What follows belongs to an exercise in optimizing a design on an open flow for small area, a short achievable clock period and few clock cycles; a production flow would make more cautious choices.

==> lagoon: inputs <==
==> flow/design.v <==
`timescale 1ns/1ps
module aoi222(a0, s0, a1, s1, a2, s2, y);
	input a0, s0, a1, s1, a2, s2;
	output y;
	assign y = ~((a0 & s0) | (a1 & s1) | (a2 & s2));
endmodule
module nand2c(a, b, y);
	input a, b;
	output y;
	assign y = ~(a & b);
endmodule
module or_nand11(y, z);
	input [10:0] y;
	output z;
	assign z = ~(y[0] & y[1] & y[2] & y[3]) | ~(y[4] & y[5] & y[6] & y[7]) | ~(y[8] & y[9] & y[10]);
endmodule
module rdport(q, sel, d);
	input [31*32-1:0] q;     
	input [31:1] sel;        
	output [31:0] d;
	genvar b, g;
	generate
	for (b = 0; b < 32; b = b + 1)
	begin : bt
		wire [10:0] y;
		for (g = 0; g < 10; g = g + 1)
		begin : grp
			aoi222 u(.a0(q[32*(3*g) + b]),   .s0(sel[3*g+1]),
			         .a1(q[32*(3*g+1) + b]), .s1(sel[3*g+2]),
			         .a2(q[32*(3*g+2) + b]), .s2(sel[3*g+3]), .y(y[g]));
		end
		nand2c u31(.a(q[32*30 + b]), .b(sel[31]), .y(y[10]));
		or_nand11 o(.y(y), .z(d[b]));
	end
	endgenerate
endmodule
module RegFile(clk, clr, we, wa, wd, ra1, ra2, rd1, rd2);
	input clk, clr, we;
	input [4:0] wa, ra1, ra2;
	input [31:0] wd;
	output [31:0] rd1, rd2;
	wire [31*32-1:0] q;
	wire [31:1] s1, s2;
	genvar i;
	generate
	for (i = 1; i < 32; i = i + 1)
	begin : gpr
		reg [31:0] r;
		always @(posedge clk)
			if (clr | (we & (wa == i)))
				r <= wd;
		assign q[32*(i-1) +: 32] = r;
		assign s1[i] = (ra1 == i);
		assign s2[i] = (ra2 == i);
	end
	endgenerate
	rdport p1(.q(q), .sel(s1), .d(rd1));
	rdport p2(.q(q), .sel(s2), .d(rd2));
endmodule
`timescale 1ns/1ps
module addc32(a, b, ci, s);
	input  [31:0] a, b;
	input         ci;
	output [31:0] s;
	wire   [32:0] t = {a, 1'b1} + {b, ci};
	assign s = t[32:1];
endmodule
module add32(a, b, s);
	input  [31:0] a, b;
	output [31:0] s;
	assign s = a + b;
endmodule
module sel32(s, x, y, r);
	input         s;
	input  [31:0] x, y;
	output [31:0] r;
	assign r = s ? x : y;
endmodule
module inc32(a, s);
	input  [31:0] a;
	output [31:0] s;
	assign s = a + 32'd1;
endmodule
module add10(a, b, s);
	input  [9:0] a, b;
	output [9:0] s;
	assign s = a + b;
endmodule
module inc10(a, s);
	input  [9:0] a;
	output [9:0] s;
	assign s = a + 10'd1;
endmodule
module eq32(a, b, eq);
	input  [31:0] a, b;
	output        eq;
	assign eq = (a == b);
endmodule
`timescale 1ns/1ps
module RISC(clk, rst, imem_addr, imem_rdata, dmem_addr, dmem_wdata, dmem_we, dmem_rdata);
	input clk, rst;
	output [31:0] imem_addr;
	input  [31:0] imem_rdata;
	output [31:0] dmem_addr;
	output [31:0] dmem_wdata;
	output        dmem_we;
	input  [31:0] dmem_rdata;
	localparam [6:0] OP_LOAD = 7'b0000011, OP_STORE = 7'b0100011, OP_R = 7'b0110011,
	                 OP_I = 7'b0010011, OP_B = 7'b1100011, OP_J = 7'b1101111;
	reg  [9:0]  fpc;           
	reg         e_valid;       
	reg  [31:0] e_pcn;         
	reg  [9:0]  e_btgt;        
	reg  [31:0] e_a, e_b;      
	reg  [24:0] e_ins;         
	reg         e_load, e_store, e_br, e_jal, e_wr, e_pt, e_imm;
	reg         e_sub, e_slt, e_xor, e_or, e_and;
	reg         e_fa, e_fb;    
	reg  [31:0] m_res;         
	reg  [31:0] m_sd;          
	reg  [4:0]  m_rd;
	reg         m_we, m_wr, m_load;
	wire [31:0] ins = imem_rdata;
	wire [6:0]  f_op  = ins[6:0];
	wire [4:0]  f_rd  = ins[11:7];
	wire [2:0]  f_f3  = ins[14:12];
	wire [4:0]  f_rs1 = ins[19:15];
	wire [4:0]  f_rs2 = ins[24:20];
	wire f_load  = (f_op == OP_LOAD);
	wire f_store = (f_op == OP_STORE);
	wire f_r     = (f_op == OP_R);
	wire f_i     = (f_op == OP_I);
	wire f_br    = (f_op == OP_B);
	wire f_jal   = (f_op == OP_J);
	wire f_use1  = f_load | f_store | f_r | f_i | f_br;
	wire f_use2  = f_store | f_r | f_br;
	wire f_wr    = (f_load | f_r | f_i | f_jal) & (f_rd != 5'd0);
	wire f_pt    = f_jal | (f_br & (f_rs1 == f_rs2));    
	wire f_alu   = f_r | f_i;
	wire [4:0]  e_rd = e_ins[4:0];
	wire        e_w  = e_valid & e_wr;                   
	wire stall = e_valid & e_load & e_wr &
	             ((f_use1 & (f_rs1 == e_rd)) | (f_use2 & (f_rs2 == e_rd)));
	wire        e_mis;
	wire [9:0] fpc_seq, fpc_jal, fpc_br;
	inc10 u_fseq(.a(fpc), .s(fpc_seq));
	add10 u_fjal(.a(fpc), .b({ins[29:21], 1'b0}), .s(fpc_jal));
	add10 u_fbr (.a(fpc), .b({ins[29:25], ins[11:8], 1'b1}), .s(fpc_br));
	always @(posedge clk or posedge rst)
		if (rst)
			fpc <= 10'd0;
		else if (e_mis)
			fpc <= e_btgt;
		else if (!stall)
			fpc <= f_jal ? fpc_jal : (f_pt ? fpc_br : fpc_seq);
	assign imem_addr = {22'd0, fpc};
	wire [31:0] m_wd = m_load ? dmem_rdata : m_res;
	wire [31:0] rf1, rf2;
	reg rf_clr;
	always @(posedge clk or posedge rst)
		if (rst)
			rf_clr <= 1'b1;
		else
			rf_clr <= 1'b0;
	RegFile regFile(.clk(clk), .clr(rf_clr), .we(m_wr), .wa(m_rd), .wd(m_wd),
	                .ra1(f_rs1), .ra2(f_rs2), .rd1(rf1), .rd2(rf2));
	wire [31:0] f_a = (m_wr & (m_rd == f_rs1)) ? m_wd : rf1;
	wire [31:0] f_b = (m_wr & (m_rd == f_rs2)) ? m_wd : rf2;
	always @(posedge clk or posedge rst)
		if (rst)
			e_valid <= 1'b0;
		else
			e_valid <= ~e_mis & ~stall;
	always @(posedge clk)
	begin
		e_a     <= f_a;
		e_b     <= f_b;
		e_ins   <= ins[31:7];
		e_btgt  <= fpc_br;
		e_load  <= f_load;
		e_store <= f_store;
		e_br    <= f_br;
		e_jal   <= f_jal;
		e_wr    <= f_wr;
		e_pt    <= f_pt;
		e_imm   <= f_i | f_load | f_store;
		e_sub   <= (f_r & (f_f3 == 3'b000) & ins[30]) | (f_alu & (f_f3 == 3'b010));
		e_slt   <= f_alu & (f_f3 == 3'b010);
		e_xor   <= f_alu & (f_f3 == 3'b100);
		e_or    <= f_alu & (f_f3 == 3'b110);
		e_and   <= f_alu & (f_f3 == 3'b111);
		e_fa    <= e_w & (e_rd == f_rs1);
		e_fb    <= e_w & (e_rd == f_rs2);
	end
	wire [31:0] immI = {{20{e_ins[24]}}, e_ins[24:13]};
	wire [31:0] immS = {{20{e_ins[24]}}, e_ins[24:18], e_ins[4:0]};
	wire [31:0] immB = {{20{e_ins[24]}}, e_ins[0], e_ins[23:18], e_ins[4:1], 1'b1};
	wire [31:0] immJ = {{12{e_ins[24]}}, e_ins[12:5], e_ins[13], e_ins[23:14], 1'b0};
	wire [31:0] A   = e_fa ? m_res : e_a;
	wire [31:0] Bv  = e_fb ? m_res : e_b;
	wire [31:0] B   = e_imm ? (e_store ? immS : immI) : Bv;
	wire [31:0] sum;
	wire        eq;
	addc32 u_alu(.a(A), .b(B ^ {32{e_sub}}), .ci(e_sub), .s(sum));
	eq32  u_eq(.a(A), .b(Bv), .eq(eq));
	wire        taken  = e_jal | (e_br & eq);
	wire [31:0] pcn_off, pcn_inc;
	add32 u_pcoff(.a(e_pcn), .b(e_jal ? immJ : immB), .s(pcn_off));
	inc32 u_pcinc(.a(e_pcn), .s(pcn_inc));
	wire [31:0] pcn_next = taken ? pcn_off : pcn_inc;
	assign      e_mis  = e_valid & e_br & ~e_pt & eq;
	wire        e_logic = e_jal | e_xor | e_or | e_and;
	wire [31:0] lres = e_jal ? e_pcn :
	                   e_xor ? (A ^ B) :
	                   e_or  ? (A | B) : (A & B);
	wire [31:0] ares = e_slt ? {31'd0, sum[31]} : sum;
	wire [31:0] res;
	sel32 u_res(.s(e_logic), .x(lres), .y(ares), .r(res));
	always @(posedge clk or posedge rst)
		if (rst)
			e_pcn <= 32'd1;
		else if (e_valid)
			e_pcn <= pcn_next;
	always @(posedge clk or posedge rst)
		if (rst)
		begin
			m_res  <= 32'd0;       
			m_we   <= 1'b0;
			m_wr   <= 1'b0;
			m_load <= 1'b0;
		end
		else
		begin
			m_res  <= res;
			m_we   <= e_valid & e_store;
			m_wr   <= e_w;
			m_load <= e_load;
		end
	always @(posedge clk)
	begin
		m_sd <= Bv;
		m_rd <= e_rd;
	end
	assign dmem_addr  = m_res;
	assign dmem_wdata = m_sd;
	assign dmem_we    = m_we;
endmodule
==> flow/flow/run.sh <==
#!/bin/bash
# Layout flow: the standard synthesis, then the standard ORFS steps with
# timing repair aimed below the clock period (SETUP_SLACK_MARGIN, in ns) and
# plain buffers on the ports, and the standard.sh to write out/final.def.
# Each tool's output goes to a log file here; ORFS's per-step logs are under
# orfs/logs.
set -euo pipefail
MARGIN=$(cat flow/margin.txt)
bash standard.sh synth > synth_standard.log 2>&1
make -C "$FLOW_HOME" DESIGN_CONFIG="$FLOW_CONFIG" WORK_HOME="$PWD/orfs" \
  CLKGATE_MAP_FILE= SYNTH_SCRIPT="$PWD/synth_recipe.tcl" \
  SETUP_SLACK_MARGIN="$MARGIN" \
  BUFFER_PORTS_ARGS="-buffer_cell sky130_fd_sc_hd__buf_2" \
  finish > make_finish.log 2>&1
bash standard.sh finish > write_def.log 2>&1
==> flow/flow/margin.txt <==
7.5
==> flow/standard.sh <==
#!/bin/bash
# synth_recipe.tcl (not shown) runs the flow's synth.tcl, then flattens the netlist and writes it again
# the make line also repeats each setting of config.mk as NAME=value (left out here)
make -C /OpenROAD-flow-scripts/flow DESIGN_CONFIG=/design/flow/config.mk WORK_HOME=/design/flow/orfs CLKGATE_MAP_FILE= SYNTH_SCRIPT=/design/flow/synth_recipe.tcl "${@:-finish}"
==> flow/config.mk <==
export PLATFORM = sky130hd
export DESIGN_NAME = RISC
export DESIGN_NICKNAME = RISC
export VERILOG_FILES = /design/flow/design.v
export SDC_FILE = /design/flow/constraint.sdc
export NUM_CORES = 8
export LEC_CHECK = 0
export CAP_MARGIN = 20
export CORE_MARGIN = 2
export CORE_UTILIZATION = 40
export CTS_CLUSTER_DIAMETER = 80
export CTS_CLUSTER_SIZE = 25
export SETUP_SLACK_MARGIN = 1.0
export SLEW_MARGIN = 20
export SYNTH_HIERARCHICAL = 1
==> flow/constraint.sdc <==
create_clock -name core_clock -period 11.0 [get_ports {clk}]
set_input_delay 2.2000 -clock core_clock [delete_from_list [all_inputs] [get_ports {clk}]]
set_output_delay 2.2000 -clock core_clock [all_outputs]
set_load 0.01 [all_outputs]
==> ember: changes against lagoon <==
--- a/flow/design.v
+++ b/flow/design.v
@@ -58,45 +58,6 @@
 	rdport p2(.q(q), .sel(s2), .d(rd2));
 endmodule
 `timescale 1ns/1ps
-module addc32(a, b, ci, s);
-	input  [31:0] a, b;
-	input         ci;
-	output [31:0] s;
-	wire   [32:0] t = {a, 1'b1} + {b, ci};
-	assign s = t[32:1];
-endmodule
-module add32(a, b, s);
-	input  [31:0] a, b;
-	output [31:0] s;
-	assign s = a + b;
-endmodule
-module sel32(s, x, y, r);
-	input         s;
-	input  [31:0] x, y;
-	output [31:0] r;
-	assign r = s ? x : y;
-endmodule
-module inc32(a, s);
-	input  [31:0] a;
-	output [31:0] s;
-	assign s = a + 32'd1;
-endmodule
-module add10(a, b, s);
-	input  [9:0] a, b;
-	output [9:0] s;
-	assign s = a + b;
-endmodule
-module inc10(a, s);
-	input  [9:0] a;
-	output [9:0] s;
-	assign s = a + 10'd1;
-endmodule
-module eq32(a, b, eq);
-	input  [31:0] a, b;
-	output        eq;
-	assign eq = (a == b);
-endmodule
-`timescale 1ns/1ps
 module RISC(clk, rst, imem_addr, imem_rdata, dmem_addr, dmem_wdata, dmem_we, dmem_rdata);
 	input clk, rst;
 	output [31:0] imem_addr;
@@ -109,8 +70,7 @@
 	                 OP_I = 7'b0010011, OP_B = 7'b1100011, OP_J = 7'b1101111;
 	reg  [9:0]  fpc;           
 	reg         e_valid;       
-	reg  [31:0] e_pcn;         
-	reg  [9:0]  e_btgt;        
+	reg  [31:0] e_pc;          
 	reg  [31:0] e_a, e_b;      
 	reg  [24:0] e_ins;         
 	reg         e_load, e_store, e_br, e_jal, e_wr, e_pt, e_imm;
@@ -142,15 +102,15 @@
 	wire stall = e_valid & e_load & e_wr &
 	             ((f_use1 & (f_rs1 == e_rd)) | (f_use2 & (f_rs2 == e_rd)));
 	wire        e_mis;
-	wire [9:0] fpc_seq, fpc_jal, fpc_br;
-	inc10 u_fseq(.a(fpc), .s(fpc_seq));
-	add10 u_fjal(.a(fpc), .b({ins[29:21], 1'b0}), .s(fpc_jal));
-	add10 u_fbr (.a(fpc), .b({ins[29:25], ins[11:8], 1'b1}), .s(fpc_br));
+	wire [31:0] e_tgt;
+	wire [9:0] fpc_seq = fpc + 10'd1;
+	wire [9:0] fpc_jal = fpc + {ins[29:21], 1'b0};
+	wire [9:0] fpc_br  = fpc + {ins[29:25], ins[11:8], 1'b1};
 	always @(posedge clk or posedge rst)
 		if (rst)
 			fpc <= 10'd0;
 		else if (e_mis)
-			fpc <= e_btgt;
+			fpc <= e_tgt[9:0];
 		else if (!stall)
 			fpc <= f_jal ? fpc_jal : (f_pt ? fpc_br : fpc_seq);
 	assign imem_addr = {22'd0, fpc};
@@ -176,7 +136,6 @@
 		e_a     <= f_a;
 		e_b     <= f_b;
 		e_ins   <= ins[31:7];
-		e_btgt  <= fpc_br;
 		e_load  <= f_load;
 		e_store <= f_store;
 		e_br    <= f_br;
@@ -199,28 +158,22 @@
 	wire [31:0] A   = e_fa ? m_res : e_a;
 	wire [31:0] Bv  = e_fb ? m_res : e_b;
 	wire [31:0] B   = e_imm ? (e_store ? immS : immI) : Bv;
-	wire [31:0] sum;
-	wire        eq;
-	addc32 u_alu(.a(A), .b(B ^ {32{e_sub}}), .ci(e_sub), .s(sum));
-	eq32  u_eq(.a(A), .b(Bv), .eq(eq));
+	wire [31:0] sum = A + (e_sub ? ~B : B) + {31'd0, e_sub};
+	wire        eq  = (A == Bv);
+	wire [31:0] pc_inc = e_pc + 32'd1;
+	assign      e_tgt  = e_pc + (e_jal ? immJ : immB);
 	wire        taken  = e_jal | (e_br & eq);
-	wire [31:0] pcn_off, pcn_inc;
-	add32 u_pcoff(.a(e_pcn), .b(e_jal ? immJ : immB), .s(pcn_off));
-	inc32 u_pcinc(.a(e_pcn), .s(pcn_inc));
-	wire [31:0] pcn_next = taken ? pcn_off : pcn_inc;
 	assign      e_mis  = e_valid & e_br & ~e_pt & eq;
-	wire        e_logic = e_jal | e_xor | e_or | e_and;
-	wire [31:0] lres = e_jal ? e_pcn :
-	                   e_xor ? (A ^ B) :
-	                   e_or  ? (A | B) : (A & B);
-	wire [31:0] ares = e_slt ? {31'd0, sum[31]} : sum;
-	wire [31:0] res;
-	sel32 u_res(.s(e_logic), .x(lres), .y(ares), .r(res));
-	always @(posedge clk or posedge rst)
-		if (rst)
-			e_pcn <= 32'd1;
+	wire [31:0] res = e_jal ? pc_inc :
+	                  e_xor ? (A ^ B) :
+	                  e_or  ? (A | B) :
+	                  e_and ? (A & B) :
+	                  e_slt ? {31'd0, sum[31]} : sum;
+	always @(posedge clk or posedge rst)
+		if (rst)
+			e_pc <= 32'd0;
 		else if (e_valid)
-			e_pcn <= pcn_next;
+			e_pc <= taken ? e_tgt : pc_inc;
 	always @(posedge clk or posedge rst)
 		if (rst)
 		begin
==> flow/run.sh (new file) <==
#!/bin/bash
# synth_recipe.tcl (not shown) runs the flow's synth.tcl, then flattens the netlist and writes it again
# the make line also repeats each setting of config.mk as NAME=value (left out here)
make -C /OpenROAD-flow-scripts/flow DESIGN_CONFIG=/design/flow/config.mk WORK_HOME=/design/flow/orfs CLKGATE_MAP_FILE= SYNTH_SCRIPT=/design/flow/synth_recipe.tcl finish
ABC_CLOCK_PERIOD_IN_PS = 3000   (was default)
CTS_CLUSTER_DIAMETER = default   (was 80)
CTS_CLUSTER_SIZE = default   (was 25)
SETUP_SLACK_MARGIN = 5   (was 1.0)
removed: flow/flow/run.sh
removed: flow/flow/margin.txt
removed: flow/standard.sh
==> nickel: changes against lagoon <==
==> flow/design.v (replaced) <==
`timescale 1ns/1ps
module RegFile(clk, rst, we, wa, wd, ra1, ra2, rd1, rd2);
	input clk, rst, we;
	input [4:0] wa, ra1, ra2;
	input [31:0] wd;
	output reg [31:0] rd1, rd2;
	wire [31:0] r [0:31];
	assign r[0] = 32'b0;
	genvar i;
	generate
	for (i = 1; i < 32; i = i + 1)
	begin : gpr
		reg [31:0] q;
		always @(posedge clk)
			if (rst | (we & (wa == i)))
				q <= wd;
		assign r[i] = q;
	end
	endgenerate
	integer k;
	always @(*)
	begin
		rd1 = 32'b0;
		rd2 = 32'b0;
		for (k = 1; k < 32; k = k + 1)
		begin
			rd1 = rd1 | (r[k] & {32{ra1 == k}});
			rd2 = rd2 | (r[k] & {32{ra2 == k}});
		end
	end
endmodule
`timescale 1ns/1ps
module RISC(clk, rst, imem_addr, imem_rdata, dmem_addr, dmem_wdata, dmem_we, dmem_rdata);
	input clk, rst;
	output [31:0] imem_addr;
	input  [31:0] imem_rdata;
	output [31:0] dmem_addr;
	output [31:0] dmem_wdata;
	output        dmem_we;
	input  [31:0] dmem_rdata;
	localparam [6:0] OP_LOAD = 7'b0000011, OP_STORE = 7'b0100011, OP_R = 7'b0110011,
	                 OP_I = 7'b0010011, OP_B = 7'b1100011, OP_J = 7'b1101111;
	reg  [9:0]  fpc;           
	reg         e_valid;       
	reg  [31:0] e_pc;          
	reg  [31:0] e_a, e_b;      
	reg  [24:0] e_ins;         
	reg         e_load, e_store, e_br, e_jal, e_wr, e_pt, e_imm;
	reg         e_sub, e_slt, e_xor, e_or, e_and;
	reg         e_fa, e_fb;    
	reg  [31:0] m_res;         
	reg  [31:0] m_sd;          
	reg  [4:0]  m_rd;
	reg         m_we, m_wr, m_load;
	wire [31:0] ins = imem_rdata;
	wire [6:0]  f_op  = ins[6:0];
	wire [4:0]  f_rd  = ins[11:7];
	wire [2:0]  f_f3  = ins[14:12];
	wire [4:0]  f_rs1 = ins[19:15];
	wire [4:0]  f_rs2 = ins[24:20];
	wire f_load  = (f_op == OP_LOAD);
	wire f_store = (f_op == OP_STORE);
	wire f_r     = (f_op == OP_R);
	wire f_i     = (f_op == OP_I);
	wire f_br    = (f_op == OP_B);
	wire f_jal   = (f_op == OP_J);
	wire f_use1  = f_load | f_store | f_r | f_i | f_br;
	wire f_use2  = f_store | f_r | f_br;
	wire f_wr    = (f_load | f_r | f_i | f_jal) & (f_rd != 5'd0);
	wire f_pt    = f_jal | (f_br & (f_rs1 == f_rs2));    
	wire f_alu   = f_r | f_i;
	wire [4:0]  e_rd = e_ins[4:0];
	wire        e_w  = e_valid & e_wr;                   
	wire stall = e_valid & e_load & e_wr &
	             ((f_use1 & (f_rs1 == e_rd)) | (f_use2 & (f_rs2 == e_rd)));
	wire        e_mis;
	wire [31:0] e_tgt;
	wire [9:0] fpc_seq = fpc + 10'd1;
	wire [9:0] fpc_jal = fpc + {ins[29:21], 1'b0};
	wire [9:0] fpc_br  = fpc + {ins[29:25], ins[11:8], 1'b1};
	always @(posedge clk or posedge rst)
		if (rst)
			fpc <= 10'd0;
		else if (e_mis)
			fpc <= e_tgt[9:0];
		else if (!stall)
			fpc <= f_jal ? fpc_jal : (f_pt ? fpc_br : fpc_seq);
	assign imem_addr = {22'd0, fpc};
	wire [31:0] m_wd = m_load ? dmem_rdata : m_res;
	wire [31:0] rf1, rf2;
	RegFile regFile(.clk(clk), .rst(rst), .we(m_wr), .wa(m_rd), .wd(m_wd),
	                .ra1(f_rs1), .ra2(f_rs2), .rd1(rf1), .rd2(rf2));
	wire [31:0] f_a = (m_wr & (m_rd == f_rs1)) ? m_wd : rf1;
	wire [31:0] f_b = (m_wr & (m_rd == f_rs2)) ? m_wd : rf2;
	always @(posedge clk or posedge rst)
		if (rst)
			e_valid <= 1'b0;
		else
			e_valid <= ~e_mis & ~stall;
	always @(posedge clk)
	begin
		e_a     <= f_a;
		e_b     <= f_b;
		e_ins   <= ins[31:7];
		e_load  <= f_load;
		e_store <= f_store;
		e_br    <= f_br;
		e_jal   <= f_jal;
		e_wr    <= f_wr;
		e_pt    <= f_pt;
		e_imm   <= f_i | f_load | f_store;
		e_sub   <= (f_r & (f_f3 == 3'b000) & ins[30]) | (f_alu & (f_f3 == 3'b010));
		e_slt   <= f_alu & (f_f3 == 3'b010);
		e_xor   <= f_alu & (f_f3 == 3'b100);
		e_or    <= f_alu & (f_f3 == 3'b110);
		e_and   <= f_alu & (f_f3 == 3'b111);
		e_fa    <= e_w & (e_rd == f_rs1);
		e_fb    <= e_w & (e_rd == f_rs2);
	end
	wire [31:0] immI = {{20{e_ins[24]}}, e_ins[24:13]};
	wire [31:0] immS = {{20{e_ins[24]}}, e_ins[24:18], e_ins[4:0]};
	wire [31:0] immB = {{20{e_ins[24]}}, e_ins[0], e_ins[23:18], e_ins[4:1], 1'b1};
	wire [31:0] immJ = {{12{e_ins[24]}}, e_ins[12:5], e_ins[13], e_ins[23:14], 1'b0};
	wire [31:0] A   = e_fa ? m_res : e_a;
	wire [31:0] Bv  = e_fb ? m_res : e_b;
	wire [31:0] B   = e_imm ? (e_store ? immS : immI) : Bv;
	wire [31:0] sum = A + (e_sub ? ~B : B) + {31'd0, e_sub};
	wire        eq  = (A == Bv);
	wire [31:0] pc_inc = e_pc + 32'd1;
	assign      e_tgt  = e_pc + (e_jal ? immJ : immB);
	wire        taken  = e_jal | (e_br & eq);
	assign      e_mis  = e_valid & e_br & ~e_pt & eq;
	wire [31:0] res = e_jal ? pc_inc :
	                  e_xor ? (A ^ B) :
	                  e_or  ? (A | B) :
	                  e_and ? (A & B) :
	                  e_slt ? {31'd0, sum[31]} : sum;
	always @(posedge clk or posedge rst)
		if (rst)
			e_pc <= 32'd0;
		else if (e_valid)
			e_pc <= taken ? e_tgt : pc_inc;
	always @(posedge clk or posedge rst)
		if (rst)
		begin
			m_res  <= 32'd0;       
			m_we   <= 1'b0;
			m_wr   <= 1'b0;
			m_load <= 1'b0;
		end
		else
		begin
			m_res  <= res;
			m_we   <= e_valid & e_store;
			m_wr   <= e_w;
			m_load <= e_load;
		end
	always @(posedge clk)
	begin
		m_sd <= Bv;
		m_rd <= e_rd;
	end
	assign dmem_addr  = m_res;
	assign dmem_wdata = m_sd;
	assign dmem_we    = m_we;
endmodule
==> flow/run.sh (new file) <==
#!/bin/bash
# synth_recipe.tcl (not shown) runs the flow's synth.tcl, then flattens the netlist and writes it again
# the make line also repeats each setting of config.mk as NAME=value (left out here)
make -C /OpenROAD-flow-scripts/flow DESIGN_CONFIG=/design/flow/config.mk WORK_HOME=/design/flow/orfs CLKGATE_MAP_FILE= SYNTH_SCRIPT=/design/flow/synth_recipe.tcl finish
CTS_CLUSTER_DIAMETER = default   (was 80)
CTS_CLUSTER_SIZE = default   (was 25)
SYNTH_HIERARCHICAL = default   (was 1)
removed: flow/flow/run.sh
removed: flow/flow/margin.txt
removed: flow/standard.sh
==> key figures <==
Global route
  – Global Route Usage Sum: 0.3284

Outcome
  – Status: finished clean

Synth
  – Synth Area in XOR/XNOR: 0.03192
  – Fraction of registers with async set/reset: 0.06470

Cells and area
  – Clock buffers: 97
[end of results for lagoon]
==> key figures <==
Outcome
  – Status: finished clean

Synth
  – Compound-cell area share of the yosys netlist: 0.1823
  – Syn_area_per_cell: 13.51 um^2
  – Synth Area in XOR/XNOR: 0.03191
  – Fraction of registers with async set/reset: 0.06524

Placement
  – Placer Congestion: 0.9743

Clocking
  – TritonCTS clock tree: yes

Global route
  – Met3 Resource Use GR: 0.08841
  – Global Route Usage Sum: 0.2961

Floorplan
  – Initial core utilization: 0.4042

Cells and area
  – Clock buffers: 170
[end of results for ember]
==> key figures <==
Synth
  – Synth Area in XOR/XNOR: 0.02849
  – Fraction of registers with async set/reset: 0.06446
  – Cell Area, Synth: 56870 um^2

Global route
  – Remaining Overflow, GRT: 0
  – Global Route Usage Sum: 0.3565

Cells and area
  – Clock buffers: 167

Outcome
  – Status: finished clean

Route
  – Iteration-0 DRC Markers: 11360
[end of results for nickel]
No run of this note included a check of the RTL's function; only the layout flow was run.

what the ideal ports hide:
No port has a modelled driver above. Below, the same layouts with a new extraction and two added sets of constraints.
Step 1, drivers: a clkbuf_16 drives clk and a buf_2 each remaining input, both assumed.
Step 2 adds t to the input delays and takes it off the output delays; t is the mean of the earliest and latest rising clock arrival at the registers after step 1. Input paths then give back, and output paths get back, about the clock's delay inside the block.
Three values: no drivers, after step 1, after step 2; two values: the first two.
| run | shift t [ns] | setup slack, ns | hold WS [ns] | worst setup path at the end |
|---|---|---|---|---|
| lagoon | 0.809 | 7.070 / 7.043 / 6.233 | 0.382 / 0.382 / 0.382 | input to register |
| ember | 0.851 | 5.335 / 5.379 / 4.528 | 0.362 / 0.362 / 0.362 | input to register |
| nickel | 0.845 | 5.055 / 5.096 / 4.251 | 0.369 / 0.369 / 0.369 | input to register |
After both steps every run listed still meets setup and hold. For lagoon, which loses most, drivers alone change the setup slack by -0.027 ns; drivers and shift together by -0.837 ns.
